This is an optimization exercise on Yosys and OpenROAD, whose aim is small area, a short achievable clock period and few clock cycles, not a production implementation. At most, simulation tests tie the RTL to the original design; equivalence was not proved. No functional check of the RTL was part of run 7. Power is estimated from default activity; no workload was simulated.

File: flow/run.sh
#!/bin/bash
# synth_recipe.tcl (not shown) runs the flow's synth.tcl, then flattens the netlist and writes it again
# the make line also repeats each setting of config.mk as NAME=value (left out here)
make -C /OpenROAD-flow-scripts/flow DESIGN_CONFIG=/design/flow/config.mk WORK_HOME=/design/flow/orfs CLKGATE_MAP_FILE= SYNTH_SCRIPT=/design/flow/synth_recipe.tcl finish
File: flow/config.mk
export PLATFORM = sky130hd
export DESIGN_NAME = cpu
export DESIGN_NICKNAME = cpu
export VERILOG_FILES = /design/flow/design.v
export SDC_FILE = /design/flow/constraint.sdc
export NUM_CORES = 4
export LEC_CHECK = 0
export ABC_AREA = 1
export CAP_MARGIN = 20
export CORE_MARGIN = 2
export CORE_UTILIZATION = 40
export CTS_CLUSTER_DIAMETER = 150
export CTS_CLUSTER_SIZE = 22
export SETUP_SLACK_MARGIN = 3.1
export SLEW_MARGIN = 20
File: flow/constraint.sdc
create_clock -name core_clock -period 6.0 [get_ports {clk}]
set_input_delay 1.2000 -clock core_clock [delete_from_list [all_inputs] [get_ports {clk}]]
set_output_delay 1.2000 -clock core_clock [all_outputs]
set_load 0.01 [all_outputs]
File: flow/design.v
module cpu(clk, reset, read_data, datapath_out, mem_cmd, mem_addr);
  input clk, reset;
  input [15:0] read_data;
  output [15:0] datapath_out;
  output reg [1:0] mem_cmd;
  output reg [8:0] mem_addr;
  reg [15:0] R [0:7];
  reg [15:0] w1;        
  reg [2:0]  w1b;       
  reg        v1;        
  reg [15:0] ir;
  reg        wd;        
  reg [2:0]  wn;        
  reg        mo;        
  reg        irv;       
  reg [15:0] A, B;
  reg [8:0]  ma;
  reg        mab;       
  reg        inflight;  
  reg        ldwb;      
  reg [2:0]  ld_rd;
  reg        halted;
  reg [8:0]  pc;        
  wire [2:0] opcode = ir[15:13];
  wire [1:0] op     = ir[12:11];
  wire [1:0] sh     = ir[4:3];
  wire is_ldr = opcode == 3'b011;
  wire is_str = opcode == 3'b100;
  wire is_hlt = opcode == 3'b111;
  wire exec   = irv & ~ldwb & ~halted & ~(mab & (is_ldr | is_str));
  wire memop  = mo;
  reg [15:0] sb;
  always_comb begin
    case (sh)
      2'b00: sb = B;
      2'b01: sb = {B[14:0], 1'b0};
      2'b10: sb = {1'b0, B[15:1]};
      default: sb = {B[15], B[15:1]};
    endcase
  end
  wire [15:0] sum;
  pfx_add #(16) add16 (.a(A), .b(sb), .s(sum));
  reg [15:0] res;
  always_comb begin
    if (opcode == 3'b110)
      res = (op == 2'b10) ? {{8{ir[7]}}, ir[7:0]} : sb;
    else
      case (op)
        2'b00:   res = sum;
        2'b10:   res = A & sb;
        default: res = ~sb;
      endcase
  end
  wire       wr   = wd;
  wire [2:0] wnum = wn;
  wire        wx    = exec & wr;
  wire        we    = ldwb | wx;
  wire [2:0]  waddr = ldwb ? ld_rd : wnum;
  wire [15:0] wdata = ldwb ? read_data : res;
  always_ff @(posedge clk) begin
    if (we) R[waddr] <= wdata;
  end
  wire adv  = ~irv | exec;    
  wire take = ~v1 | adv;      
  wire stall_n;
  wire fetch = ~memop & ~halted & ~stall_n & ~(pc[8] & (inflight | v1 | irv));
  assign datapath_out = B;
  always_comb begin
    if (memop) begin
      mem_cmd  = is_str ? 2'b10 : 2'b01;
      mem_addr = ma;
    end else begin
      mem_cmd  = fetch ? 2'b01 : 2'b00;
      mem_addr = pc;
    end
  end
  wire [2:0] sela = w1[10:8];
  wire [2:0] selb = w1b;
  wire hitxa = wx & (wnum == sela);
  assign stall_n = v1 & inflight & hitxa & (w1[15:13] == 3'b011 || w1[15:13] == 3'b100);
  wire hitxb = wx & (wnum == selb);
  wire hitla = ldwb & (ld_rd == sela);
  wire hitlb = ldwb & (ld_rd == selb);
  wire [7:0] oha = 8'b1 << sela;
  wire [7:0] ohb = 8'b1 << selb;
  reg [15:0] ra, rb;
  integer k;
  always_comb begin
    ra = 16'b0;
    rb = 16'b0;
    for (k = 0; k < 8; k = k + 1) begin
      ra = ra | ({16{oha[k]}} & R[k]);
      rb = rb | ({16{ohb[k]}} & R[k]);
    end
  end
  wire [8:0] ma_r;
  pfx_add #(9) addr_r (.a(ra[8:0]), .b({{4{w1[4]}}, w1[4:0]}), .s(ma_r));
  wire [2:0] irb = (ir[14] | ir[13]) ? ir[2:0] : ir[7:5];
  wire hla = ldwb & (ld_rd == ir[10:8]);
  wire hlb = ldwb & (ld_rd == irb);
  wire [8:0] ma_h;
  pfx_add #(9) addr_h (.a(hla ? read_data[8:0] : A[8:0]), .b({{4{ir[4]}}, ir[4:0]}), .s(ma_h));
  always_ff @(posedge clk) begin
    if (adv) begin
      ir  <= w1;
      wd  <= (w1[15:13] == 3'b110 && (w1[12:11] == 2'b10 || w1[12:11] == 2'b00)) ||
             (w1[15:13] == 3'b101 && w1[12:11] != 2'b01);
      wn  <= (w1[15:13] == 3'b110 && w1[12:11] == 2'b10) ? w1[10:8] : w1[7:5];
      A   <= hitxa ? res : (hitla ? read_data : ra);
      B   <= hitxb ? res : (hitlb ? read_data : rb);
      ma  <= ma_r;
      mab <= hitxa | hitla;
    end else begin
      if (hla) A <= read_data;
      if (hlb) B <= read_data;
      if (hla | mab) ma <= ma_h;
      mab <= 1'b0;
    end
    if (take) begin
      w1  <= read_data;
      w1b <= (read_data[14] | read_data[13]) ? read_data[2:0] : read_data[7:5];
    end
    ld_rd <= wnum;
  end
  always_ff @(posedge clk) begin
    if (reset) begin
      pc       <= 9'd0;
      v1       <= 1'b0;
      irv      <= 1'b0;
      inflight <= 1'b0;
      ldwb     <= 1'b0;
      halted   <= 1'b0;
      mo       <= 1'b0;
    end else begin
      mo <= (adv ? v1 : irv) & ~(memop & is_ldr) & ~(halted | (exec & is_hlt)) &
            ~(adv & (hitxa | hitla)) &
            (adv ? (w1[15:13] == 3'b011 || w1[15:13] == 3'b100) : (is_ldr | is_str));
      if (fetch) pc <= pc + 9'd1;
      inflight <= fetch;
      if (take) v1 <= inflight;
      if (adv) irv <= v1;
      ldwb <= memop & is_ldr;
      if (exec & is_hlt) halted <= 1'b1;
    end
  end
endmodule
module pfx_add #(parameter W = 16) (a, b, s);
  input  [W-1:0] a, b;
  output [W-1:0] s;
  parameter L = 4;  
  wire [W-1:0] g [0:L];
  wire [W-1:0] p [0:L];
  assign g[0] = a & b;
  assign p[0] = a ^ b;
  genvar k, i;
  generate
    for (k = 0; k < L; k = k + 1) begin : lvl
      for (i = 0; i < W; i = i + 1) begin : bit_
        if (i >= (1 << k)) begin : c
          assign g[k+1][i] = g[k][i] | (p[k][i] & g[k][i-(1<<k)]);
          assign p[k+1][i] = p[k][i] & p[k][i-(1<<k)];
        end else begin : n
          assign g[k+1][i] = g[k][i];
          assign p[k+1][i] = p[k][i];
        end
      end
    end
  endgenerate
  assign s = p[0] ^ {g[L][W-2:0], 1'b0};
endmodule
==> flow_metrics.py, run 1 <==
metrics = {
    "timing": {
        "skew_ns": 0.03355,
        "hold_viol": 0,
        "period_needed_ns": 3.104,
        "relSlewSlack_pct": 41.77,
        "finalSetupViolCount": 0,
        "rsz0062_at_grt": "yes",
        "fin_tns_setup_ns": 0,
        "maxSlewViolCount": 0,
        "worst_slew_pin_slew_ns": 0.8713,
        "period_share_pct": 51.74,
        "fmax_ghz": 0.3221,
    },
    "run_status": {
        "status": "no timing/DRC/antenna violations",
    },
    "grt": {
        "grt_first_pass_wirelength_um": 71330,
        "grt_pass1_vias": 11980,
        "antenna_found_initial": 1,
        "grt_max_degree": 53,
        "grt_usage_pct": 26.54,
        "grt-ovfl-total": 0,
    },
    "drt": {
        "ant_nets": 0,
        "drt_iter0_drc": 1399,
        "finalWirelength_um": 48280,
        "vias": 12720,
        "first_pass_iters": 6,
        "routedWlPerCell_um": 21.43,
        "remaining_drc_errors": 0,
        "viasPerCell": 5.647,
    },
    "synth": {
        "synthArstFlopShare_pct": 0,
        "netlist_area_um2": 13460,
        "syn_area_per_cell_um2": 8.335,
        "yosys_warnings": 3,
        "yosysTopAreaCellShare_pct": 46.40,
        "synth_top_family_by_area": "simple AND/OR/NAND/NOR gates",
        "synth_ff_type": "edfxtp_1",
        "synth_nets": 1671,
        "synth_compound_area_share_pct": 14.81,
        "synth-seq-cells": 227,
        "synthSimpleGateAreaFrac_pct": 22.39,
        "synth_xor_area_share_pct": 0.9760,
        "synthAdderAreaFrac_pct": 3.700,
        "seq_area_frac_synth_pct": 49.23,
        "netlist_top_cells_area": "edfxtp_1, nand2_1, inv_1",
        "synth_cells": 1615,
        "synth_cell_types": 52,
        "muxShareOfSynthArea_pct": 0.4090,
        "synth_top_area_cell": "edfxtp_1",
        "synth_edf_count": 208,
    },
    "pwr": {
        "p_int_mw": 3.153,
        "power.leakage_nw": 7.406,
        "p_seq_share_pct": 41.9,
        "switchingPower_mw": 1.779,
        "pwr-share-clk_pct": 20.3,
        "ir_worst_vdd_mv": 0.1581,
        "power_frac_comb_pct": 37.7,
        "cellPowerDensity_nw_per_um2": 283.6,
        "swShare_pct": 36.07,
    },
    "placed_design": {
        "dp_hpwl_um": 30340,
        "port_buffers": 44,
        "place_congestion": 0.9341,
    },
    "floorplanning": {
        "die_h_um": 187.4,
        "io_pins": 45,
        "start_util_pct": 40.34,
        "dieArea_um2": 35130,
        "rows": 67,
        "coreArea_um2": 33360,
        "die_w_um": 187.4,
    },
    "final_layout": {
        "final_common_cell": "nand2_1",
        "drive_above_1_share_pct": 26.15,
        "finalCoreUtilization_pct": 52.13,
        "mostFrequentLayoutCells": "nand2_1, edfxtp_1, inv_1, buf_4, nor2_1",
        "antenna_cells": 0,
        "fillers": 3068,
        "syn2layout_area_growth_pct": 29.21,
        "fin_nets": 1857,
    },
    "clock_network": {
        "cts_tree": "yes",
        "cts_sinks": 227,
        "root_buffer": "clkbuf_16",
        "htreeDepth": 1,
        "clk_pin_slew_ns": 0.09,
        "cts_made_buffers": 14,
        "cts_hold_buf": 0,
        "cts.path.max_buffers": 3,
        "insertion_delay_ns": 0.50,
    },
    "setup_path": {
        "cp_num_buf_inv": 1,
        "cp-start-kind": "flip-flop",
        "crit_fanout": 4,
        "cp_cell_sequence": "nand2_2 -> o21ai_4 -> a21oi_4 -> nand2_4 -> nor2_8 -> nand2_4 -> nand2_8 -> nand2_4 -> buf_6",
        "end_kind": "output pin",
        "crit_type": "reg2out",
        "crit_path_max_incr_delay_ns": 0.50,
        "cp.arrival_ns": 1.90,
        "timing.critical_path.slowest_stage_cell": "edfxtp_1",
        "cp_top_family": "simple AND/OR/NAND/NOR gates",
        "crit_path_frequent_cell": "nand2_4",
        "crit_required_ns": 4.80,
    },
    "hold_path": {
        "hold_class": "reg2reg",
    },
    "flow_run": {
        "drv_cap": 0,
    },
}
## cells in the mapped netlist, types with 5 or more instances
cell / count
nand3_2: 9
o21ai_0: 97
nand3_1: 72
ha_1: 35
a21oi_1: 89
edfxtp_1: 208
nand2_1: 448
a22oi_1: 13
a21oi_2: 7
clkbuf_1: 9
nor2_1: 124
buf_2: 27
dfxtp_1: 19
nand3b_1: 10
o21ai_1: 6
xor2_1: 10
nand4_1: 14
o2bb2ai_1: 9
xnor2_1: 5
inv_2: 8
nor3_1: 12
nand2_2: 10
o211ai_1: 16
buf_4: 8
o22ai_1: 80
inv_1: 222
## per-layer routing
metal  up-vias  track usage [%]  share of wire, %
li1       5852                -                 -
met1      6019            33.49                38
met2       690            44.52                47
met3       162            4.447               9.6
met4         0            12.54               5.2
met5         -                0                 0
## final timing paths
kind	from	to	slack [ns]	depth (start not counted)
max	ir[14]	mem_cmd[0]	2.90	9
min	w1[7]	ir[7]	0.47	0
max reg2reg	w1[8]	ma[8]	2.92	16
min reg2reg	w1[7]	ir[7]	0.47	0
## power by group through the flow
stage	registers, mW	clock network (mW)	logic, mW
after CTS	2.06	1.01	1.55
after floorplan	2.05	0	0.854
after detailed placement	2.10	0	1.26
after global placement	2.10	0	1.25
final	2.07	1.00	1.86
after global routing	2.08	1.07	2.01
## kinds of logic (layout without fill, tap and decap cells)
logic type,Yosys count,after routing
AOI/OAI and AO/OA,338,338
xor gates and xnor gates,15,15
adders and majority gates,38,38
buffers and inverters,279,467
DFF,227,227
muxes,5,5
and+or+nand+nor,713,715
## registers in the layout, indices dropped and copies added, names as in the netlist
signal    flops
w1b           3
mab           1
ir           16
R           128
w1           16
irv           1
v1            1
ldwb          1
ld_rd         3
ma            9
B            16
pc            9
mo            1
wd            1
A            16
wn            3
inflight      1
halted        1
## worst register-to-register path, cell delays in order (launching register included)
cell and delay, ns:
edfxtp_1 0.50, buf_6 0.17, buf_6 0.11, buf_6 0.11
nand3_4 0.08, clkinvlp_4 0.17, buf_6 0.15, a22oi_2 0.20
nand3_2 0.19, ha_4 0.35, buf_4 0.12, nand2_2 0.08
o21ai_4 0.20, a21oi_2 0.09, nand3b_1 0.16, nand3_1 0.07
nand2_1 0.08
## metrics by stage
stage	worst slack [ns]	cell area, µm²	instances	total power [mW]	hold slack [ns]
finish	2.896	17390	2253	4.932	0.4682
floorplan	3.084	13470	1615	2.900	0.4194
global route	2.801	17390	2253	5.162	0.4838
detailed placement	1.888	14290	2071	3.365	0.4459
global placement	2.017	14290	2071	3.358	0.4424
CTS	2.820	16370	2210	4.626	0.4681
## final cells by class
cell class	count	area, µm²	share of cell area [%]
Sequential cell	227	6636	38.16
Timing Repair Buffer	216	2016	11.59
Clock inverter	1	16.27	0.09353
Timing Repair inverter	1	7.507	0.04317
Clock buffer	19	390.4	2.245
Inverter	230	907.1	5.216
Tap cell	448	560.5	3.223
Multi-Input combinational cell	1111	6858	39.43
## repair_timing
| action | 4_1_cts | 5_1_grt |
|---|---|---|
| resized for setup | 204 | 193 |
| setup buffers | 115 | 42 |
| pin swaps | 65 | 113 |
| setup endpoints to repair | 241 | 211 |
| gates cloned | 4 | 1 |
Testbench counts, summed over its fixed seeds: cycles 9,896.
==> run 2, diff against run 1 <==
--- a/flow/config.mk
+++ b/flow/config.mk
@@ -11,5 +11,5 @@
 export CORE_UTILIZATION = 40
 export CTS_CLUSTER_DIAMETER = 150
 export CTS_CLUSTER_SIZE = 22
-export SETUP_SLACK_MARGIN = 3.1
+export SETUP_SLACK_MARGIN = 2.8
 export SLEW_MARGIN = 20
==> flow_metrics.py, run 2 <==
metrics = {
    "synth": {
        "synth-seq-cells": 227,
        "synth_top_area_cell": "edfxtp_1",
        "yosys_warnings": 3,
        "yosysMostFrequentCell": "nand2_1",
        "synthArstFlopShare_pct": 0,
        "synth_cell_types": 52,
        "syn_area_per_cell_um2": 8.335,
        "synth_cells": 1615,
        "netlist_area_um2": 13460,
        "synth_nets": 1671,
        "seq_area_frac_synth_pct": 49.23,
        "synth_ff_type": "edfxtp_1",
        "yosysTopAreaCellShare_pct": 46.40,
        "synthTopCellsByCount": "nand2_1, inv_1, edfxtp_1",
        "netlist_top_cells_area": "edfxtp_1, nand2_1, inv_1",
        "synth_edf_count": 208,
    },
    "setup_path": {
        "end_kind": "flip-flop",
        "crit_type": "in2reg",
        "crit_fanout": 7,
        "r2r-start": "w1[10]",
        "crit_required_ns": 6.25,
        "cp.arrival_ns": 3.41,
        "cp-start-kind": "input pin",
        "r2r-end": "ma[8]",
        "worst-r2r-setup-slack_ns": 2.90,
        "reg2reg_depth": 18,
        "critical_path.endpoint": "ma[8]",
        "crit_path_start": "read_data[7]",
    },
    "drt": {
        "remaining_drc_errors": 0,
        "ant_nets": 0,
        "viasPerCell": 5.654,
        "drt_iter0_drc": 1516,
        "finalWirelength_um": 46400,
        "routedWlPerCell_um": 21.27,
        "vias": 12330,
        "first_pass_iters": 8,
    },
    "clock_network": {
        "root_buffer": "clkbuf_16",
        "cts_sinks": 227,
        "cts_tree": "yes",
        "htreeDepth": 1,
        "insertion_delay_ns": 0.50,
        "cts.path.max_buffers": 3,
        "clk_pin_slew_ns": 0.09,
        "cts_made_buffers": 14,
    },
    "run_status": {
        "status": "no timing/DRC/antenna violations",
    },
    "pwr": {
        "cellPowerDensity_nw_per_um2": 287.2,
        "total_power_mw": 4.583,
        "power.leakage_nw": 6.726,
        "ir_worst_vdd_mv": 0.2312,
    },
    "floorplanning": {
        "die_w_um": 187.4,
        "rows": 67,
        "io_pins": 45,
        "dieArea_um2": 35130,
        "start_util_pct": 40.34,
        "die_h_um": 187.4,
        "coreArea_um2": 33360,
    },
    "timing": {
        "fin_tns_setup_ns": 0,
        "period_needed_ns": 3.158,
        "relSlewSlack_pct": 31.19,
        "rsz0062_at_grt": "yes",
        "skew_ns": 0.03243,
        "maxSlewViolCount": 0,
        "hold_viol": 0,
        "fmax_ghz": 0.3166,
        "worst_slew_pin_slew_ns": 1.030,
        "whs_ns": 0.4797,
        "finalSetupViolCount": 0,
        "period_share_pct": 52.63,
    },
    "final_layout": {
        "largest_register_ffs": 128,
        "antenna_cells": 0,
        "finalCoreUtilization_pct": 47.83,
        "mostFrequentLayoutCells": "nand2_1, edfxtp_1, inv_1, nor2_1, buf_4",
        "final_common_cell": "nand2_1",
        "drive_above_1_share_pct": 14.77,
        "regMostFlops": "R",
        "fillers": 3221,
        "design_area_um2": 15960,
        "syn2layout_area_growth_pct": 18.55,
        "fin_nets": 1785,
    },
    "placed_design": {
        "port_buffers": 44,
        "dp_hpwl_um": 31130,
        "place_congestion": 0.9169,
        "placed_cell_area_um2": 14350,
    },
    "grt": {
        "antenna_found_initial": 0,
        "grt-ovfl-total": 0,
        "grt_usage_pct": 25.56,
        "grt_pass1_vias": 11410,
        "grt_first_pass_wirelength_um": 68150,
        "grt_max_degree": 42,
    },
    "flow_run": {
        "drv_cap": 0,
    },
    "hold_path": {
        "hold_class": "reg2reg",
    },
}
run 2: cell counts after synthesis:
Identical to the previous run, type by type.
run 2: kinds of logic (layout without fill, tap and decap cells):
| logic type | after synthesis | in the layout | share of synthesized area [%] |
|---|---|---|---|
| muxes | 5 | 5 | 0.4090 |
| and+or+nand+nor | 713 | 714 | 22.39 |
| adders and majority gates | 38 | 38 | 3.700 |
| DFF | 227 | 227 | 49.23 |
| buffers and inverters | 279 | 396 | 8.487 |
| AOI/OAI and AO/OA | 338 | 338 | 14.81 |
| xor gates and xnor gates | 15 | 15 | 0.9760 |
run 2: how the worst min path moves through the flow:
stage | start | endpoint | slack, ns | depth (start not counted)
2_1_floorplan | wn[1] | ld_rd[1] | 0.42 | 0
3_3_place_gp | wn[1] | ld_rd[1] | 0.44 | 0
3_5_place_dp | wn[1] | ld_rd[1] | 0.44 | 0
4_1_cts | wn[1] | ld_rd[1] | 0.47 | 0
5_1_grt | pc[7] | pc[7] | 0.49 | 2
6_report | pc[7] | pc[7] | 0.48 | 2
run 2: area by class of cell:
class                           count  area (µm²)  area share (%)
Sequential cell                   227        6635           41.58
Multi-Input combinational cell   1110        6186           38.76
Inverter                          230       893.4           5.598
Timing Repair Buffer              145        1269           7.950
Clock buffer                       19       390.4           2.446
Timing Repair inverter              1       7.507         0.04704
Clock inverter                      1       16.27          0.1019
Tap cell                          448       560.5           3.513
run 2: per-layer routing:
layer	share of wire (%)	global-route usage, %	routed length (µm)
met4	5.5	13.29	2532
met3	10	3.152	4681
met2	45	41.14	20910
met1	39	33.97	18280
met5	0	0	0
run 2: worst max-delay path, cell delays in order:
cell and delay (ns):
clkdlybuf4s50_1 0.66, mux2_2 0.39, ha_1 0.33, a21oi_1 0.14
o21ai_0 0.09, a31oi_1 0.27, nand3_1 0.13, nand3_1 0.13
nand2_1 0.07
run 2: power by group:
part           leakage, nW  switching [mW]  internal, mW  total, mW
combinational         4.37           0.978         0.543       1.52
clock                0.197           0.534         0.465      0.999
sequential            2.16           0.117          1.95       2.06
total                 6.73            1.63          2.95       4.58
run 2: metrics by stage:
step	cells	worst slack, ns
3_5_place_dp	2080	1.767
5_1_grt	2181	2.728
4_1_cts	2138	2.628
3_3_place_gp	2080	1.801
2_1_floorplan	1615	2.963
6_report	2181	2.842
run 2: what timing repair did:
item / CTS / global route
gates resized for setup: 75 / 79
cloned: 2 / 2
pin swaps: 6 / 34
setup endpoints to repair: 155 / 156
hold buffers: 0 / 0
setup buffers: 36 / 41
hold endpoints to repair: 0 / 0
==> run 3, diff against run 2 <==
--- a/flow/design.v
+++ b/flow/design.v
@@ -7,10 +7,12 @@
   reg [15:0] R [0:7];
   reg [15:0] w1;        
   reg [2:0]  w1b;       
+  reg [7:0]  w1a;       
   reg        v1;        
   reg [15:0] ir;
   reg        wd;        
   reg [2:0]  wn;        
+  reg        ex;        
   reg        mo;        
   reg        irv;       
   reg [15:0] A, B;
@@ -27,7 +29,7 @@
   wire is_ldr = opcode == 3'b011;
   wire is_str = opcode == 3'b100;
   wire is_hlt = opcode == 3'b111;
-  wire exec   = irv & ~ldwb & ~halted & ~(mab & (is_ldr | is_str));
+  wire exec   = ex;
   wire memop  = mo;
   reg [15:0] sb;
   always_comb begin
@@ -77,11 +79,12 @@
   wire [2:0] sela = w1[10:8];
   wire [2:0] selb = w1b;
   wire hitxa = wx & (wnum == sela);
-  assign stall_n = v1 & inflight & hitxa & (w1[15:13] == 3'b011 || w1[15:13] == 3'b100);
+  assign stall_n = (v1 & inflight & hitxa & (w1[15:13] == 3'b011 || w1[15:13] == 3'b100)) |
+                   (v1 & hla & (is_ldr | is_str));
   wire hitxb = wx & (wnum == selb);
   wire hitla = ldwb & (ld_rd == sela);
   wire hitlb = ldwb & (ld_rd == selb);
-  wire [7:0] oha = 8'b1 << sela;
+  wire [7:0] oha = w1a;
   wire [7:0] ohb = 8'b1 << selb;
   reg [15:0] ra, rb;
   integer k;
@@ -99,7 +102,7 @@
   wire hla = ldwb & (ld_rd == ir[10:8]);
   wire hlb = ldwb & (ld_rd == irb);
   wire [8:0] ma_h;
-  pfx_add #(9) addr_h (.a(hla ? read_data[8:0] : A[8:0]), .b({{4{ir[4]}}, ir[4:0]}), .s(ma_h));
+  pfx_add #(9) addr_h (.a(A[8:0]), .b({{4{ir[4]}}, ir[4:0]}), .s(ma_h));
   always_ff @(posedge clk) begin
     if (adv) begin
       ir  <= w1;
@@ -113,15 +116,18 @@
     end else begin
       if (hla) A <= read_data;
       if (hlb) B <= read_data;
-      if (hla | mab) ma <= ma_h;
-      mab <= 1'b0;
+      if (mab) ma <= ma_h;
+      mab <= hla;
     end
     if (take) begin
       w1  <= read_data;
       w1b <= (read_data[14] | read_data[13]) ? read_data[2:0] : read_data[7:5];
+      w1a <= 8'b1 << read_data[10:8];
     end
     ld_rd <= wnum;
   end
+  wire mab_n = adv ? (hitxa | hitla) : hla;
+  wire mem_n = adv ? (w1[15:13] == 3'b011 || w1[15:13] == 3'b100) : (is_ldr | is_str);
   always_ff @(posedge clk) begin
     if (reset) begin
       pc       <= 9'd0;
@@ -130,11 +136,13 @@
       inflight <= 1'b0;
       ldwb     <= 1'b0;
       halted   <= 1'b0;
+      ex       <= 1'b0;
       mo       <= 1'b0;
     end else begin
+      ex <= (adv ? v1 : irv) & ~(memop & is_ldr) & ~(halted | (exec & is_hlt)) &
+            ~(mab_n & mem_n);
       mo <= (adv ? v1 : irv) & ~(memop & is_ldr) & ~(halted | (exec & is_hlt)) &
-            ~(adv & (hitxa | hitla)) &
-            (adv ? (w1[15:13] == 3'b011 || w1[15:13] == 3'b100) : (is_ldr | is_str));
+            ~mab_n & mem_n;
       if (fetch) pc <= pc + 9'd1;
       inflight <= fetch;
       if (take) v1 <= inflight;
--- a/flow/config.mk
+++ b/flow/config.mk
@@ -11,5 +11,5 @@
 export CORE_UTILIZATION = 40
 export CTS_CLUSTER_DIAMETER = 150
 export CTS_CLUSTER_SIZE = 22
-export SETUP_SLACK_MARGIN = 2.8
+export SETUP_SLACK_MARGIN = 2.5
 export SLEW_MARGIN = 20
==> flow_metrics.py, run 3 <==
metrics = {
    "timing": {
        "period_needed_ns": 3.326,
        "relSlewSlack_pct": 48.72,
        "worst_slew_pin_slew_ns": 0.7640,
        "rsz0062_at_grt": "no",
        "period_share_pct": 55.43,
        "skew_ns": 0.01484,
        "fin_tns_setup_ns": 0,
        "finalSetupViolCount": 0,
        "hold_viol": 0,
        "maxSlewViolCount": 0,
        "fmax_ghz": 0.3007,
    },
    "setup_path": {
        "timing.critical_path.slowest_stage_cell": "dfxtp_1",
        "crit_type": "reg2out",
        "worst-r2r-setup-slack_ns": 2.68,
        "r2r-start": "ir[3]",
        "reg2reg_depth": 13,
        "cp-start-kind": "flip-flop",
        "r2r-end": "R[1][8]",
        "crit_fanout": 19,
        "crit_required_ns": 4.80,
        "cp.arrival_ns": 2.13,
        "crit_path_max_incr_delay_ns": 0.71,
        "end_kind": "output pin",
        "cp_cell_sequence": "inv_1 -> nor2_1 -> clkdlybuf4s50_1",
    },
    "synth": {
        "synthSimpleGateAreaFrac_pct": 23.55,
        "netlist_top_cells_area": "edfxtp_1, nand2_1, inv_1",
        "synth_nets": 1656,
        "synth_top_family_by_area": "simple AND/OR/NAND/NOR gates",
        "synth_edf_count": 216,
        "synthTopCellsByCount": "nand2_1, edfxtp_1, inv_1",
        "yosys_warnings": 3,
        "muxShareOfSynthArea_pct": 0.3256,
        "synth_cells": 1600,
        "synth_ff_type": "edfxtp_1",
        "netlist_area_um2": 13450,
        "seq_area_frac_synth_pct": 51.20,
        "synthArstFlopShare_pct": 0,
        "synth_top_area_cell": "edfxtp_1",
        "syn_area_per_cell_um2": 8.407,
        "synth-seq-cells": 236,
        "yosysMostFrequentCell": "nand2_1",
        "synth_compound_area_share_pct": 12.68,
        "synth_xor_area_share_pct": 1.237,
        "synth_cell_types": 52,
        "yosysTopAreaCellShare_pct": 48.22,
        "synthAdderAreaFrac_pct": 3.702,
    },
    "drt": {
        "viasPerCell": 5.544,
        "drt_iter0_drc": 1564,
        "first_pass_iters": 6,
        "remaining_drc_errors": 0,
        "vias": 11680,
        "routedWlPerCell_um": 20.66,
        "ant_nets": 0,
        "finalWirelength_um": 43520,
    },
    "clock_network": {
        "clk_pin_slew_ns": 0.09,
        "cts.path.max_buffers": 3,
        "insertion_delay_ns": 0.50,
        "root_buffer": "clkbuf_16",
        "cts_hold_buf": 0,
        "htreeDepth": 1,
        "cts_made_buffers": 14,
        "cts_sinks": 236,
        "cts_tree": "yes",
    },
    "floorplanning": {
        "dieArea_um2": 35110,
        "start_util_pct": 40.32,
        "die_h_um": 187.4,
        "io_pins": 45,
        "coreArea_um2": 33360,
        "die_w_um": 187.4,
        "rows": 67,
    },
    "final_layout": {
        "mostFrequentLayoutCells": "nand2_1, edfxtp_1, inv_1, o21ai_0, nor2_1",
        "design_area_um2": 15090,
        "finalCoreUtilization_pct": 45.23,
        "antenna_cells": 0,
        "fin_nets": 1710,
        "regMostFlops": "R",
        "drive_above_1_share_pct": 6.695,
        "layoutNonFillerInstCount": 2106,
        "final_common_cell": "nand2_1",
        "syn2layout_area_growth_pct": 12.18,
        "largest_register_ffs": 128,
    },
    "pwr": {
        "cellPowerDensity_nw_per_um2": 310.8,
        "ir_worst_vdd_mv": 0.2252,
        "power.leakage_nw": 6.333,
    },
    "run_status": {
        "status": "no timing/DRC/antenna violations",
    },
    "grt": {
        "grt-ovfl-total": 0,
        "grt_max_degree": 39,
        "grt_usage_pct": 24.28,
        "grt_pass1_vias": 10860,
        "antenna_found_initial": 1,
        "grt_first_pass_wirelength_um": 65520,
    },
    "hold_path": {
        "hold_end": "ld_rd[1]",
        "min_from": "wn[1]",
        "min_path_cells": 0,
        "hold_class": "reg2reg",
    },
    "placed_design": {
        "place_congestion": 0.9640,
        "port_buffers": 44,
        "dp_hpwl_um": 30620,
        "placed_cell_area_um2": 14400,
        "placed_cells": 2065,
    },
    "flow_run": {
        "drv_cap": 0,
    },
}
==> run 3: cell count changes after synthesis, sizes merged, moves of 8 or more <==
cell,before,now
clkbuf,9,24
nor2,127,94
edfxtp,208,216
inv,230,198
nor3,13,23
o22ai,80,27
a21oi,97,83
nand4,14,28
buf,40,25
nand2,461,525
a221oi,1,9
==> run 3: critical path, delay by kind of cell (launching register included) <==
| family | cells | cell delay (ns) |
|---|---|---|
| AND/OR/NAND/NOR | 1 | 0.15 |
| flip-flops | 1 | 0.71 |
| buffers and inverters | 2 | 0.77 |
==> run 3: timing repair <==
item	CTS	global route
resized for setup	18	21
setup endpoints to repair	126	117
pin swaps	4	1
hold endpoints to repair	0	0
setup buffers	13	8
==> run 3: cells by family (layout without fill, tap and decap cells) <==
| kind of cell | after synthesis | after routing |
|---|---|---|
| muxes | 4 | 4 |
| adders and majority gates | 38 | 38 |
| buffers and inverters | 249 | 307 |
| xor gates and xnor gates | 19 | 19 |
| DFF | 236 | 236 |
| and+or+nand+nor | 762 | 762 |
| AOI/OAI and AO/OA | 292 | 292 |
==> run 3: worst max-delay path by stage <==
stage | from | to | cells after the start
finish | mo | mem_cmd[1] | 3
detailed placement | ir[4] | R[1][6] | 15
floorplan | ir[14] | B[0] | 4
CTS | wn[1] | mem_cmd[0] | 9
global route | ir[3] | R[0][8] | 13
global placement | ir[4] | R[1][6] | 15
==> run 3: metal layers <==
metal  routed length [µm]  track usage [%]
met1                18300            32.96
met2                20190            40.01
met3                 3595            3.152
met4                 1424            8.722
met5                   10                0
==> run 3: report_power, final <==
| part | internal [mW] | total (mW) | switching, mW |
|---|---|---|---|
| Combinational | 0.490 | 1.49 | 1.00 |
| Sequential | 2.05 | 2.18 | 0.126 |
| Clock | 0.483 | 1.02 | 0.538 |
| Total | 3.02 | 4.69 | 1.67 |
==> run 3: metrics by stage <==
step	hold slack (ns)	worst slack, ns	total power [mW]
finish	0.4483	2.674	4.690
global route	0.4684	2.508	4.938
CTS	0.4353	2.503	4.660
detailed placement	0.4448	1.876	3.632
global placement	0.4385	1.950	3.620
floorplan	0.4100	2.875	3.102
==> run 3: layout make-up <==
type                       count  area, µm²
clock buffer                  19      411.6
clock inverter                 1      3.754
fill                        3299      18280
inverter                     200      763.2
multi-input combinational   1115       5689
sequential                   236       6888
tap                          448      560.5
timing repair buffer          87      773.2
Testbench counts of run 3, summed over its fixed seeds: cycles 9,929.
==> run 4, diff against run 3 <==
--- a/flow/config.mk
+++ b/flow/config.mk
@@ -11,5 +11,5 @@
 export CORE_UTILIZATION = 40
 export CTS_CLUSTER_DIAMETER = 150
 export CTS_CLUSTER_SIZE = 22
-export SETUP_SLACK_MARGIN = 2.5
+export SETUP_SLACK_MARGIN = 3.1
 export SLEW_MARGIN = 20
==> flow_metrics.py, run 4 <==
metrics = {
    "floorplanning": {
        "io_pins": 45,
        "die_w_um": 187.4,
        "start_util_pct": 40.32,
        "rows": 67,
        "die_h_um": 187.4,
        "coreArea_um2": 33360,
        "dieArea_um2": 35110,
    },
    "final_layout": {
        "regMostFlops": "R",
        "drive_above_1_share_pct": 17.22,
        "mostFrequentLayoutCells": "nand2_1, edfxtp_1, inv_1, nor2_1, o21ai_0",
        "largest_register_ffs": 128,
        "syn2layout_area_growth_pct": 20.92,
        "fin_nets": 1760,
        "final_common_cell": "nand2_1",
    },
    "synth": {
        "netlist_top_cells_area": "edfxtp_1, nand2_1, inv_1",
        "syn_area_per_cell_um2": 8.407,
        "seq_area_frac_synth_pct": 51.20,
        "synth_cells": 1600,
        "synth_ff_type": "edfxtp_1",
        "synth-seq-cells": 236,
        "yosysMostFrequentCell": "nand2_1",
        "synthArstFlopShare_pct": 0,
        "synth_top_area_cell": "edfxtp_1",
        "yosysTopAreaCellShare_pct": 48.22,
        "synth_edf_count": 216,
        "yosys_warnings": 3,
        "synth_cell_types": 52,
        "netlist_area_um2": 13450,
        "synth_nets": 1656,
        "synthTopCellsByCount": "nand2_1, edfxtp_1, inv_1",
    },
    "timing": {
        "fin_tns_setup_ns": 0,
        "maxSlewViolCount": 0,
        "period_share_pct": 50.99,
        "whs_ns": 0.4693,
        "fmax_ghz": 0.3268,
        "finalSetupViolCount": 0,
        "rsz0062_at_grt": "yes",
        "relSlewSlack_pct": 38.28,
        "period_needed_ns": 3.060,
        "worst_slew_pin_slew_ns": 0.9248,
        "finalWorstSetupSlack_ns": 2.940,
        "hold_viol": 0,
        "skew_ns": 0.04544,
    },
    "grt": {
        "grt_first_pass_wirelength_um": 68790,
        "grt_max_degree": 42,
        "grt_usage_pct": 25.53,
        "antenna_found_initial": 0,
        "grt-ovfl-total": 0,
        "grt_pass1_vias": 11500,
    },
    "clock_network": {
        "htreeDepth": 1,
        "cts_made_buffers": 14,
        "cts_sinks": 236,
        "cts.path.max_buffers": 3,
        "root_buffer": "clkbuf_16",
        "insertion_delay_ns": 0.52,
        "clk_pin_slew_ns": 0.09,
        "cts_tree": "yes",
        "cts_hold_buf": 0,
    },
    "placed_design": {
        "port_buffers": 44,
        "place_congestion": 1.007,
        "post-place-ws_ns": 1.904,
        "dp_hpwl_um": 31180,
    },
    "drt": {
        "finalWirelength_um": 46770,
        "remaining_drc_errors": 0,
        "drt_iter0_drc": 1421,
        "vias": 12270,
        "first_pass_iters": 6,
        "routedWlPerCell_um": 21.69,
        "ant_nets": 0,
        "viasPerCell": 5.690,
    },
    "hold_path": {
        "hold_class": "reg2reg",
        "min_from": "pc[8]",
    },
    "setup_path": {
        "cp_num_buf_inv": 2,
        "timing.critical_path.slowest_stage_cell": "edfxtp_1",
        "cp_cell_sequence": "nand2_2 -> nand2_2 -> nor3_4 -> nand2_4 -> clkinv_8 -> nand4_4 -> nand3_4 -> nand2_1 -> buf_2",
        "r2r-start": "w1a[2]",
        "cp_top_family": "simple AND/OR/NAND/NOR gates",
        "end_kind": "output pin",
        "cp-start-kind": "flip-flop",
        "crit_path_max_incr_delay_ns": 0.45,
        "crit_required_ns": 4.80,
        "crit_type": "reg2out",
        "crit_fanout": 3,
        "worst-r2r-setup-slack_ns": 3.06,
        "crit_path_start": "wn[1]",
        "cp.arrival_ns": 1.86,
        "crit_path_frequent_cell": "nand2_2",
    },
    "run_status": {
        "status": "no timing/DRC/antenna violations",
    },
    "pwr": {
        "ir_worst_vdd_mv": 0.2623,
        "power.leakage_nw": 6.704,
        "cellPowerDensity_nw_per_um2": 311.5,
    },
    "flow_run": {
        "drv_cap": 0,
    },
}
## run 4: changes by cell type in the layout (fill, tap and decap cells not counted), sizes merged
cell,delta
clkdlybuf4s50,-10
diode,+1
dlymetal6s2s,-1
clkinv,+1
clkinvlp,+5
buf,+50
bufbuf,+1
dlygate4sd2,+10
clkbuf,-2
inv,-5
## run 4: metal layers
| layer | vias to the layer above | part of all wire [%] | GRT usage (%) | wire length [µm] |
|---|---|---|---|---|
| li1 | 5637 | - | - | - |
| met1 | 5800 | 40 | 33.95 | 18790 |
| met2 | 687 | 46 | 42.11 | 21590 |
| met3 | 143 | 9.1 | 3.940 | 4258 |
| met4 | 0 | 4.6 | 9.873 | 2129 |
| met5 | - | 0 | 0 | 0 |
## run 4: final cells by class
class / instances / area, µm²
antenna: 1 / 2.502
tap: 448 / 560.5
multi-input combinational: 1115 / 6412
inverter: 200 / 794.5
clock inverter: 2 / 25.02
timing repair buffer: 137 / 1214
clock buffer: 17 / 361.6
fill: 3156 / 17100
sequential: 236 / 6895
## run 4: timing repair
action / 4_1_cts / 5_1_grt
buffers inserted: 50 / 23
gates cloned: 1 / 0
pin swaps: 26 / 65
resized for setup: 97 / 145
endpoints found under the hold margin: 0 / 0
setup endpoints to repair: 178 / 160
## run 4: stage by stage
stage / instance area (µm²) / utilization (%) / total power [mW] / cells
floorplan: 13460 / - / 3.104 / 1600
global placement: 14390 / 43.12 / 3.629 / 2062
finish: 16270 / 48.75 / 5.066 / 2156
detailed placement: 14390 / 43.12 / 3.645 / 2062
global route: 16260 / 48.74 / 5.303 / 2155
CTS: 15490 / 46.44 / 4.765 / 2132
## run 4: power by group
part | switching [mW] | total (mW) | leakage (nW) | internal, mW
logic | 1.18 | 1.88 | 4.26 | 0.700
clock network | 0.560 | 0.996 | 0.187 | 0.436
registers | 0.136 | 2.19 | 2.26 | 2.05
total | 1.88 | 5.07 | 6.70 | 3.19
## run 4: worst register-to-register path: cells and delay by family (launching register included)
family	cells	cell delay (ns)
buffers and inverters	4	0.46
adders and majority gates	2	0.64
DFF	1	0.45
AOI/OAI and AO/OA	3	0.58
and+or+nand+nor	8	0.55
## run 4: kinds of logic (layout without fill, tap and decap cells)
group / count (synthesis) / count (layout) / share of synthesized area [%]
simple gates: 762 / 762 / 23.55
compound gates: 292 / 292 / 12.68
buf+inv: 249 / 356 / 7.311
flops: 236 / 236 / 51.20
fa+ha+maj: 38 / 38 / 3.702
xor+xnor: 19 / 19 / 1.237
mux: 4 / 4 / 0.3255
other cells: 0 / 1 / 0
## run 4: final timing paths
check,end,cells after the start
worst min-delay path,pc[8],2
worst max register to register,ma[6],17
worst max-delay path,mem_cmd[0],9
worst min register to register,pc[8],2
==> run 5, diff against run 4 <==
--- a/flow/config.mk
+++ b/flow/config.mk
@@ -11,5 +11,6 @@
 export CORE_UTILIZATION = 40
 export CTS_CLUSTER_DIAMETER = 150
 export CTS_CLUSTER_SIZE = 22
-export SETUP_SLACK_MARGIN = 3.1
+export SETUP_SLACK_MARGIN = 2.9
 export SLEW_MARGIN = 20
+export TNS_END_PERCENT = 30
==> flow_metrics.py, run 5 <==
metrics = {
    "clock_network": {
        "insertion_delay_ns": 0.50,
        "htreeDepth": 1,
        "clk_pin_slew_ns": 0.10,
        "cts_sinks": 236,
        "cts_made_buffers": 14,
        "root_buffer": "clkbuf_16",
        "cts_tree": "yes",
        "cts.path.max_buffers": 3,
    },
    "final_layout": {
        "final_common_cell": "nand2_1",
        "fin_nets": 1748,
        "largest_register_ffs": 128,
        "syn2layout_area_growth_pct": 16.39,
        "antenna_cells": 0,
        "fillers": 3237,
        "drive_above_1_share_pct": 11.03,
        "mostFrequentLayoutCells": "nand2_1, edfxtp_1, inv_1, o21ai_0, nor2_1",
        "regMostFlops": "R",
        "layoutNonFillerInstCount": 2144,
    },
    "floorplanning": {
        "die_h_um": 187.4,
        "die_w_um": 187.4,
        "rows": 67,
        "start_util_pct": 40.32,
        "coreArea_um2": 33360,
        "dieArea_um2": 35110,
        "io_pins": 45,
    },
    "setup_path": {
        "cp-start-kind": "flip-flop",
        "reg2reg_depth": 19,
        "crit_path_frequent_cell": "nand2_1",
        "cp_cell_sequence": "buf_6 -> nor2_4 -> buf_12 -> nand2_1 -> o211ai_1 -> ha_1 -> nand2_1 -> inv_1 -> nand2_1 -> nand2_1 -> a21oi_1 -> nand2_1 -> nand2_1 -> nand3_1 -> nand2_1 -> nand2_1 -> nand2_1 -> nand2_1 -> o21ai_2",
        "worst-r2r-setup-slack_ns": 2.89,
        "crit_required_ns": 6.24,
        "r2r-end": "R[6][14]",
        "crit_path_max_incr_delay_ns": 0.48,
        "timing.critical_path.slowest_stage_cell": "edfxtp_1",
        "crit_fanout": 8,
        "crit_path_start": "ir[4]",
        "end_kind": "flip-flop",
        "crit_type": "reg2reg",
        "critical_path.endpoint": "R[6][14]",
        "r2r-start": "ir[4]",
        "cp.arrival_ns": 3.34,
    },
    "synth": {
        "seq_area_frac_synth_pct": 51.20,
        "synth_xor_area_share_pct": 1.237,
        "synthSimpleGateAreaFrac_pct": 23.55,
        "synth_edf_count": 216,
        "synthTopCellsByCount": "nand2_1, edfxtp_1, inv_1",
        "yosys_warnings": 3,
        "synth_top_area_cell": "edfxtp_1",
        "synthArstFlopShare_pct": 0,
        "synth_cell_types": 52,
        "netlist_area_um2": 13450,
        "syn_area_per_cell_um2": 8.407,
        "synth_compound_area_share_pct": 12.68,
        "synth_cells": 1600,
        "yosysTopAreaCellShare_pct": 48.22,
        "synth-seq-cells": 236,
        "netlist_top_cells_area": "edfxtp_1, nand2_1, inv_1",
        "synth_ff_type": "edfxtp_1",
        "synth_nets": 1656,
        "muxShareOfSynthArea_pct": 0.3256,
        "yosysMostFrequentCell": "nand2_1",
        "synthAdderAreaFrac_pct": 3.702,
        "synth_top_family_by_area": "simple AND/OR/NAND/NOR gates",
    },
    "timing": {
        "rsz0062_at_grt": "yes",
        "fmax_ghz": 0.3219,
        "finalSetupViolCount": 0,
        "skew_ns": 0.01138,
        "worst_slew_pin_slew_ns": 0.9824,
        "fin_tns_setup_ns": 0,
        "period_needed_ns": 3.107,
        "maxSlewViolCount": 0,
        "relSlewSlack_pct": 34.35,
        "period_share_pct": 51.78,
        "hold_viol": 0,
    },
    "hold_path": {
        "hold_class": "reg2reg",
        "min_from": "w1[2]",
    },
    "placed_design": {
        "dp_hpwl_um": 30520,
        "placed_cells": 2061,
        "port_buffers": 44,
        "place_congestion": 0.9665,
    },
    "drt": {
        "first_pass_iters": 6,
        "remaining_drc_errors": 0,
        "ant_nets": 0,
        "routedWlPerCell_um": 20.64,
        "drt_iter0_drc": 1463,
        "vias": 11950,
        "finalWirelength_um": 44240,
        "viasPerCell": 5.572,
    },
    "pwr": {
        "power.leakage_nw": 6.563,
        "ir_worst_vdd_mv": 0.1762,
        "switchingPower_mw": 1.719,
        "swShare_pct": 35.77,
        "p_seq_share_pct": 45.4,
        "cellPowerDensity_nw_per_um2": 306.9,
        "pwr-share-clk_pct": 20.7,
        "power_frac_comb_pct": 34.0,
        "p_int_mw": 3.086,
    },
    "grt": {
        "grt_first_pass_wirelength_um": 66500,
        "grt_pass1_vias": 11100,
        "grt_max_degree": 41,
        "grt-ovfl-total": 0,
        "antenna_found_initial": 0,
        "grt_usage_pct": 24.57,
    },
    "run_status": {
        "status": "no timing/DRC/antenna violations",
    },
    "flow_run": {
        "drv_cap": 0,
    },
}
-- run 5: worst min path at each step --
| stage | endpoint | slack (ns) | depth (start not counted) |
|---|---|---|---|
| after floorplan | ld_rd[1] | 0.41 | 0 |
| after global placement | ir[2] | 0.44 | 0 |
| after detailed placement | ir[2] | 0.45 | 0 |
| after CTS | ir[2] | 0.47 | 0 |
| after global routing | ir[2] | 0.50 | 0 |
| final | ir[2] | 0.47 | 0 |
-- run 5: worst max-delay path: cells and delay by family, from the launching register on --
family | cells | cell delay, ns
AO/OA/AOI/OAI | 3 | 0.59
adder cells (fa/ha/maj) | 1 | 0.37
buffers and inverters | 3 | 0.35
flip-flops | 1 | 0.48
AND/OR/NAND/NOR | 12 | 1.07
-- run 5: per-layer routing --
layer  wire (µm)  up-vias  GRT usage (%)
li1            -     5618              -
met1       18170     5660          33.17
met2       20720      570          40.55
met3        3934       98          3.977
met4        1421        0          7.874
met5           0        -              0
-- run 5: cell families after synthesis --
family,Yosys count
xor gates and xnor gates,19
adders and majority gates,38
AOI/OAI and AO/OA,292
DFF,236
and+or+nand+nor,762
buffers and inverters,249
muxes,4
-- run 5: layout make-up --
type | count | area [µm²] | share of cell area, %
Inverter | 200 | 774.5 | 4.947
Clock inverter | 1 | 8.758 | 0.05594
Timing Repair Buffer | 125 | 1097 | 7.009
Multi-Input combinational cell | 1115 | 5929 | 37.87
Tap cell | 448 | 560.5 | 3.580
Sequential cell | 236 | 6895 | 44.04
Clock buffer | 19 | 390.4 | 2.493
-- run 5: power by group through the flow --
stage                     combinational (mW)  clock, mW  sequential (mW)
after floorplan                        0.942          0             2.16
after global placement                  1.38          0             2.23
after detailed placement                1.40          0             2.23
after CTS                               1.46       1.01             2.19
after global routing                    1.80       1.07             2.19
final                                   1.63      0.993             2.18
-- run 5: what timing repair did --
item,in CTS,in global routing
pin swaps,4,26
endpoints found under the hold margin,0,0
gates cloned,1,0
setup buffers,16,46
hold buffers,0,0
endpoints found under the setup margin,169,163
resized for setup,44,58
-- run 5: stage by stage --
| step | hold slack, ns | power [mW] | cell area (µm²) | setup WS [ns] | utilization (%) |
|---|---|---|---|---|---|
| final | 0.4732 | 4.804 | 15660 | 2.893 | 46.92 |
| after floorplan | 0.4100 | 3.103 | 13460 | 2.982 | - |
| after detailed placement | 0.4468 | 3.635 | 14380 | 1.914 | 43.10 |
| after CTS | 0.4719 | 4.650 | 15060 | 2.688 | 45.15 |
| after global placement | 0.4440 | 3.615 | 14380 | 2.035 | 43.10 |
| after global routing | 0.4984 | 5.061 | 15660 | 2.718 | 46.92 |
==> run 6, diff against run 5 <==
--- a/flow/config.mk
+++ b/flow/config.mk
@@ -13,4 +13,3 @@
 export CTS_CLUSTER_SIZE = 22
 export SETUP_SLACK_MARGIN = 2.9
 export SLEW_MARGIN = 20
-export TNS_END_PERCENT = 30
==> flow_metrics.py, run 6 <==
metrics = {
    "final_layout": {
        "drive_above_1_share_pct": 11.09,
        "mostFrequentLayoutCells": "nand2_1, edfxtp_1, inv_1, o21ai_0, nor2_1",
        "layoutNonFillerInstCount": 2143,
        "design_area_um2": 15670,
        "regMostFlops": "R",
        "final_common_cell": "nand2_1",
        "finalCoreUtilization_pct": 46.97,
        "syn2layout_area_growth_pct": 16.49,
        "antenna_cells": 0,
        "largest_register_ffs": 128,
        "fin_nets": 1747,
    },
    "clock_network": {
        "cts_made_buffers": 14,
        "cts_tree": "yes",
        "htreeDepth": 1,
        "cts.path.max_buffers": 3,
        "cts_sinks": 236,
        "insertion_delay_ns": 0.50,
        "root_buffer": "clkbuf_16",
        "clk_pin_slew_ns": 0.09,
    },
    "synth": {
        "synth_cells": 1600,
        "synth_cell_types": 52,
        "netlist_area_um2": 13450,
        "synth_ff_type": "edfxtp_1",
        "yosysTopAreaCellShare_pct": 48.22,
        "yosys_warnings": 3,
        "netlist_top_cells_area": "edfxtp_1, nand2_1, inv_1",
        "syn_area_per_cell_um2": 8.407,
        "synth_top_area_cell": "edfxtp_1",
        "synth-seq-cells": 236,
        "seq_area_frac_synth_pct": 51.20,
        "synthArstFlopShare_pct": 0,
        "yosysMostFrequentCell": "nand2_1",
        "synth_nets": 1656,
        "synthTopCellsByCount": "nand2_1, edfxtp_1, inv_1",
        "synth_edf_count": 216,
    },
    "timing": {
        "period_share_pct": 51.16,
        "worst_slew_pin_slew_ns": 0.9994,
        "fmax_ghz": 0.3258,
        "hold_viol": 0,
        "fin_tns_setup_ns": 0,
        "period_needed_ns": 3.069,
        "skew_ns": 0.01401,
        "maxSlewViolCount": 0,
        "relSlewSlack_pct": 33.21,
        "rsz0062_at_grt": "yes",
        "finalSetupViolCount": 0,
    },
    "floorplanning": {
        "start_util_pct": 40.32,
        "coreArea_um2": 33360,
        "rows": 67,
        "io_pins": 45,
        "die_w_um": 187.4,
        "dieArea_um2": 35110,
        "die_h_um": 187.4,
    },
    "setup_path": {
        "crit_type": "reg2out",
        "cp-start-kind": "flip-flop",
        "crit_required_ns": 4.80,
        "cp.arrival_ns": 1.87,
        "end_kind": "output pin",
        "crit_fanout": 3,
    },
    "placed_design": {
        "place_congestion": 0.9665,
        "placed_cell_area_um2": 14380,
        "placed_cells": 2061,
        "dp_hpwl_um": 30520,
        "port_buffers": 44,
    },
    "pwr": {
        "power.leakage_nw": 6.553,
        "ir_worst_vdd_mv": 0.1783,
        "cellPowerDensity_nw_per_um2": 308.1,
    },
    "hold_path": {
        "hold_class": "reg2reg",
    },
    "drt": {
        "vias": 11980,
        "finalWirelength_um": 44710,
        "routedWlPerCell_um": 20.86,
        "first_pass_iters": 6,
        "drt_iter0_drc": 1524,
        "viasPerCell": 5.591,
        "ant_nets": 0,
        "remaining_drc_errors": 0,
    },
    "grt": {
        "grt-ovfl-total": 0,
        "grt_pass1_vias": 11260,
        "grt_first_pass_wirelength_um": 67390,
        "grt_max_degree": 41,
        "antenna_found_initial": 0,
        "grt_usage_pct": 24.96,
    },
    "run_status": {
        "status": "no timing/DRC/antenna violations",
    },
    "flow_run": {
        "drv_cap": 0,
    },
}
-- run 6: cell counts after synthesis --
No cell type changed its count.
-- run 6: layer usage --
metal	vias up	global-route usage, %	wire, µm
met5	-	0	0
met4	0	7.632	1353
met3	99	4.165	3866
met2	577	41.32	20940
met1	5686	33.65	18560
li1	5620	-	-
-- run 6: cells by family (layout without fill, tap and decap cells) --
group | after synthesis | after routing | share of synthesized area (%)
flip-flops | 236 | 236 | 51.20
AO/OA/AOI/OAI | 292 | 292 | 12.68
multiplexers | 4 | 4 | 0.3255
adder cells (fa/ha/maj) | 38 | 38 | 3.702
XOR/XNOR | 19 | 19 | 1.237
buffers and inverters | 249 | 344 | 7.311
AND/OR/NAND/NOR | 762 | 762 | 23.55
-- run 6: timing repair --
| item | CTS | global route |
|---|---|---|
| hold buffers | 0 | 0 |
| gates resized for setup | 55 | 56 |
| pin swaps | 6 | 20 |
| cloned | 1 | 0 |
| endpoints found under the setup margin | 169 | 162 |
| setup buffers | 33 | 28 |
-- run 6: cell type report --
class | count | area [µm²]
clock inverters | 1 | 8.758
inverters | 200 | 779.5
well taps | 448 | 560.5
repair buffers | 124 | 1090
flip-flops and latches | 236 | 6898
fillers | 3222 | 17690
clock buffers | 19 | 390.4
multi-input cells | 1115 | 5943
-- run 6: worst paths after layout --
path	from	end	slack, ns	cells after the start
setup / recovery	wn[1]	mem_cmd[0]	2.93	9
setup reg to reg	w1a[2]	ma[6]	2.96	17
hold reg to reg	w1[2]	ir[2]	0.47	0
hold / removal	w1[2]	ir[2]	0.47	0
-- run 6: power by group --
group / internal (mW) / leakage (nW) / switching [mW] / total [mW]
clock network: 0.460 / 0.194 / 0.535 / 0.995
logic: 0.584 / 4.10 / 1.07 / 1.65
registers: 2.05 / 2.26 / 0.129 / 2.18
total: 3.09 / 6.55 / 1.73 / 4.83
-- run 6: critical path, stage by stage (launching register included) --
cell	delay (ns)
edfxtp_1	0.45
nand2_2	0.11
nand2_2	0.07
nor3_4	0.24
nand2_4	0.11
clkinv_8	0.07
nand4_4	0.09
nand3_4	0.09
nand2_1	0.05
clkbuf_2	0.12
-- run 6: stage by stage --
| step | hold slack [ns] | total power, mW | setup WS [ns] |
|---|---|---|---|
| floorplan | 0.4100 | 3.103 | 2.982 |
| global placement | 0.4440 | 3.615 | 2.035 |
| detailed placement | 0.4468 | 3.635 | 1.914 |
| CTS | 0.4719 | 4.676 | 2.776 |
| global route | 0.4984 | 5.075 | 2.738 |
| finish | 0.4729 | 4.828 | 2.931 |
==> run 7, diff against run 6 <==
--- a/flow/design.v
+++ b/flow/design.v
@@ -2,7 +2,7 @@
   input clk, reset;
   input [15:0] read_data;
   output [15:0] datapath_out;
-  output reg [1:0] mem_cmd;
+  output reg [1:0] mem_cmd;   
   output reg [8:0] mem_addr;
   reg [15:0] R [0:7];
   reg [15:0] w1;        
@@ -14,6 +14,7 @@
   reg [2:0]  wn;        
   reg        ex;        
   reg        mo;        
+  reg        fe;        
   reg        irv;       
   reg [15:0] A, B;
   reg [8:0]  ma;
@@ -64,23 +65,12 @@
   end
   wire adv  = ~irv | exec;    
   wire take = ~v1 | adv;      
-  wire stall_n;
-  wire fetch = ~memop & ~halted & ~stall_n & ~(pc[8] & (inflight | v1 | irv));
+  wire fetch = fe;
   assign datapath_out = B;
-  always_comb begin
-    if (memop) begin
-      mem_cmd  = is_str ? 2'b10 : 2'b01;
-      mem_addr = ma;
-    end else begin
-      mem_cmd  = fetch ? 2'b01 : 2'b00;
-      mem_addr = pc;
-    end
-  end
+  always_comb mem_addr = memop ? ma : pc;
   wire [2:0] sela = w1[10:8];
   wire [2:0] selb = w1b;
   wire hitxa = wx & (wnum == sela);
-  assign stall_n = (v1 & inflight & hitxa & (w1[15:13] == 3'b011 || w1[15:13] == 3'b100)) |
-                   (v1 & hla & (is_ldr | is_str));
   wire hitxb = wx & (wnum == selb);
   wire hitla = ldwb & (ld_rd == sela);
   wire hitlb = ldwb & (ld_rd == selb);
@@ -128,6 +118,22 @@
   end
   wire mab_n = adv ? (hitxa | hitla) : hla;
   wire mem_n = adv ? (w1[15:13] == 3'b011 || w1[15:13] == 3'b100) : (is_ldr | is_str);
+  wire [15:0] ir_n = adv ? w1 : ir;
+  wire [15:0] w1_n = take ? read_data : w1;
+  wire irv_n    = adv ? v1 : irv;
+  wire v1_n     = take ? inflight : v1;
+  wire ldwb_n   = memop & is_ldr;
+  wire halted_n = halted | (exec & is_hlt);
+  wire ex_n     = irv_n & ~ldwb_n & ~halted_n & ~(mab_n & mem_n);
+  wire mo_n     = irv_n & ~ldwb_n & ~halted_n & ~mab_n & mem_n;
+  wire wd_n     = adv ? ((w1[15:13] == 3'b110 && (w1[12:11] == 2'b10 || w1[12:11] == 2'b00)) ||
+                         (w1[15:13] == 3'b101 && w1[12:11] != 2'b01)) : wd;
+  wire [2:0] wn_n = adv ? ((w1[15:13] == 3'b110 && w1[12:11] == 2'b10) ? w1[10:8] : w1[7:5]) : wn;
+  wire [8:0] pc_n = fetch ? pc + 9'd1 : pc;
+  wire stall_n  = (v1_n & fetch & ex_n & wd_n & (wn_n == w1_n[10:8]) &
+                   (w1_n[15:13] == 3'b011 || w1_n[15:13] == 3'b100)) |
+                  (v1_n & ldwb_n & (wn == ir_n[10:8]) & (ir_n[15:13] == 3'b011 || ir_n[15:13] == 3'b100));
+  wire fe_n     = ~mo_n & ~halted_n & ~stall_n & ~(pc_n[8] & (fetch | v1_n | irv_n));
   always_ff @(posedge clk) begin
     if (reset) begin
       pc       <= 9'd0;
@@ -138,11 +144,13 @@
       halted   <= 1'b0;
       ex       <= 1'b0;
       mo       <= 1'b0;
+      fe       <= 1'b1;
+      mem_cmd  <= 2'b01;
     end else begin
-      ex <= (adv ? v1 : irv) & ~(memop & is_ldr) & ~(halted | (exec & is_hlt)) &
-            ~(mab_n & mem_n);
-      mo <= (adv ? v1 : irv) & ~(memop & is_ldr) & ~(halted | (exec & is_hlt)) &
-            ~mab_n & mem_n;
+      fe       <= fe_n;
+      mem_cmd  <= mo_n ? ((ir_n[15:13] == 3'b100) ? 2'b10 : 2'b01) : (fe_n ? 2'b01 : 2'b00);
+      ex <= ex_n;
+      mo <= mo_n;
       if (fetch) pc <= pc + 9'd1;
       inflight <= fetch;
       if (take) v1 <= inflight;
==> flow_metrics.py, run 7 <==
metrics = {
    "clock_network": {
        "insertion_delay_ns": 0.50,
        "cts_tree": "yes",
        "cts.path.max_buffers": 3,
        "clk_pin_slew_ns": 0.09,
        "cts_made_buffers": 14,
        "cts_sinks": 239,
        "cts_hold_buf": 0,
        "root_buffer": "clkbuf_16",
        "htreeDepth": 1,
    },
    "final_layout": {
        "final_common_cell": "nand2_1",
        "largest_register_ffs": 128,
        "fin_nets": 1905,
        "syn2layout_area_growth_pct": 13.32,
        "drive_above_1_share_pct": 8.801,
        "mostFrequentLayoutCells": "nand2_1, edfxtp_1, inv_1, nor2_1, nand3_1",
        "antenna_cells": 0,
        "regMostFlops": "R",
    },
    "setup_path": {
        "cp-start-kind": "flip-flop",
        "end_kind": "flip-flop",
        "crit_fanout": 8,
        "worst-r2r-setup-slack_ns": 3.00,
        "crit_type": "reg2reg",
        "cp.arrival_ns": 3.20,
        "crit_required_ns": 6.20,
    },
    "drt": {
        "vias": 12730,
        "finalWirelength_um": 46130,
        "first_pass_iters": 5,
        "routedWlPerCell_um": 19.99,
        "viasPerCell": 5.519,
        "remaining_drc_errors": 0,
        "drt_iter0_drc": 1192,
        "ant_nets": 0,
    },
    "grt": {
        "grt_first_pass_wirelength_um": 69310,
        "antenna_found_initial": 0,
        "grt-ovfl-total": 0,
        "grt_max_degree": 58,
        "grt_usage_pct": 24.93,
        "grt_pass1_vias": 11840,
    },
    "synth": {
        "synthArstFlopShare_pct": 0,
        "synth_ff_type": "edfxtp_1",
        "synthTopCellsByCount": "nand2_1, edfxtp_1, inv_1",
        "synth_nets": 1842,
        "yosys_warnings": 3,
        "syn_area_per_cell_um2": 7.828,
        "netlist_top_cells_area": "edfxtp_1, nand2_1, dfxtp_1",
        "synth_cells": 1786,
        "synth-seq-cells": 239,
        "yosysMostFrequentCell": "nand2_1",
        "seq_area_frac_synth_pct": 48.54,
        "netlist_area_um2": 13980,
        "synth_edf_count": 200,
        "synth_top_area_cell": "edfxtp_1",
        "synth_cell_types": 48,
        "yosysTopAreaCellShare_pct": 42.96,
    },
    "timing": {
        "period_share_pct": 50.07,
        "fmax_ghz": 0.3329,
        "finalSetupViolCount": 0,
        "period_needed_ns": 3.004,
        "worst_slew_pin_slew_ns": 0.8987,
        "relSlewSlack_pct": 40.02,
        "rsz0062_at_grt": "yes",
        "fin_tns_setup_ns": 0,
        "skew_ns": 0.02045,
        "maxSlewViolCount": 0,
        "hold_viol": 0,
        "finalWorstSetupSlack_ns": 2.996,
    },
    "hold_path": {
        "hold_class": "reg2reg",
    },
    "pwr": {
        "ir_worst_vdd_mv": 0.1530,
        "power.leakage_nw": 6.833,
        "cellPowerDensity_nw_per_um2": 300.7,
    },
    "floorplanning": {
        "start_util_pct": 40.57,
        "dieArea_um2": 36460,
        "die_w_um": 191.0,
        "rows": 68,
        "io_pins": 45,
        "coreArea_um2": 34460,
        "die_h_um": 191.0,
    },
    "flow_run": {
        "drv_cap": 0,
    },
    "run_status": {
        "status": "no timing/DRC/antenna violations",
    },
    "placed_design": {
        "post-place-ws_ns": 1.844,
        "port_buffers": 44,
        "dp_hpwl_um": 32000,
        "place_congestion": 0.9193,
    },
}
run 7: routing by layer:
metal  track usage, %  wire length [µm]  vias to the layer above
met5                0                 0                        -
li1                 -                 -                     6031
met1            33.06             19280                     5955
met4            9.779              1819                        0
met2            40.76             21140                      632
met3            4.039              3890                      115
run 7: worst max-delay path, cell delays in order, from the launching register on:
cell	delay (ns)
edfxtp_1	0.52
inv_2	0.12
nor2_4	0.18
nand2_1	0.07
o21ai_0	0.08
inv_1	0.07
o21ai_2	0.09
inv_1	0.08
fa_1	0.40
nand2_1	0.08
nand3_1	0.07
o2111ai_1	0.11
nand2_1	0.23
o21ai_1	0.61
run 7: timing repair:
item | 4_1_cts | 5_1_grt
gates cloned | 0 | 2
endpoints found under the hold margin | 0 | 0
setup endpoints to repair | 171 | 159
pin swaps | 2 | 11
setup buffers | 26 | 16
resized for setup | 39 | 39
run 7: cell type report:
class	instances	area, µm²
multi-input cells	1271	6354
flip-flops and latches	239	6790
inverters	220	840.8
well taps	455	569.3
clock buffers	18	386.6
fillers	3391	18620
repair inverters	1	5.005
clock inverters	1	5.005
repair buffers	102	892.1
run 7: path summary, 6_finish.rpt:
kind | startpoint | to | cells after the start
setup / recovery | ir[3] | R[2][2] | 13
hold / removal | wn[0] | ld_rd[0] | 0
setup reg to reg | ir[3] | R[2][2] | 13
hold reg to reg | wn[0] | ld_rd[0] | 0
run 7: cell families (layout without fill, tap and decap cells):
logic type | count (synthesis) | count (layout) | share of synthesized area, %
AO/OA/AOI/OAI | 265 | 265 | 10.97
XOR/XNOR | 6 | 6 | 0.3759
adder cells (fa/ha/maj) | 38 | 38 | 3.562
buffers and inverters | 277 | 342 | 8.063
flip-flops | 239 | 239 | 48.54
multiplexers | 2 | 2 | 0.1521
AND/OR/NAND/NOR | 959 | 960 | 28.33
run 7: report_power, final:
part / internal, mW / switching [mW]
Clock: 0.457 / 0.544
Sequential: 2.04 / 0.132
Combinational: 0.540 / 1.05
Total: 3.04 / 1.73
run 7: per-stage QoR:
step	hold WS [ns]	area [µm²]	instances	utilization [%]	total power, mW
finish	0.4051	15840	2307	45.98	4.763
global route	0.4339	15840	2307	45.98	5.013
CTS	0.4085	15520	2289	45.04	4.666
detailed placement	0.4011	14830	2244	43.04	3.631
global placement	0.3942	14830	2244	43.04	3.618
floorplan	0.3258	13990	1786	-	3.110

## afterwards: timing with drivers on the ports
The results above use ideal ports. As a check the final layouts listed here were re-extracted and re-timed, cells and wires unchanged. Step 1 sets driving cells, clkbuf_16 on the clock port and buf_2 on the other inputs (assumed; they add their load-dependent delay and slew). Step 2 times the ports against the registers' clock, not the clock port: input delays grow and output delays shrink by t, the midpoint of the rising clock arrivals with the driver on. a / b / c = no drivers / after step 1 / after step 2; a / b = the first two.
| run | t (ns) | setup slack, ns | worst hold slack (ns) | worst register clock-pin slew, ns | cell pins on the clock port's net |
|---|---|---|---|---|---|
| run 1 | 0.536 | 2.896 / 2.844 / 2.585 | 0.468 / 0.468 / 0.468 | 0.11 / 0.11 | 1 |
| run 2 | 0.540 | 2.842 / 2.792 / 2.326 | 0.480 / 0.480 / 0.480 | 0.11 / 0.11 | 1 |
| run 3 | 0.540 | 2.674 / 2.623 / 2.684 | 0.448 / 0.448 / 0.448 | 0.10 / 0.10 | 1 |
| run 4 | 0.551 | 2.940 / 2.891 / 3.058 | 0.469 / 0.469 / 0.469 | 0.11 / 0.11 | 1 |
| run 5 | 0.536 | 2.893 / 2.882 / 2.893 | 0.473 / 0.473 / 0.473 | 0.10 / 0.10 | 1 |
| run 6 | 0.534 | 2.931 / 2.885 / 2.963 | 0.473 / 0.473 / 0.473 | 0.10 / 0.10 | 1 |
| run 7 | 0.542 | 2.996 / 2.996 / 2.888 | 0.405 / 0.405 / 0.405 | 0.10 / 0.10 | 1 |
After both steps setup and hold are still met in every run listed. The setup slack of run 2, which loses most, moves by -0.050 ns with the drivers and by -0.516 ns with both steps.
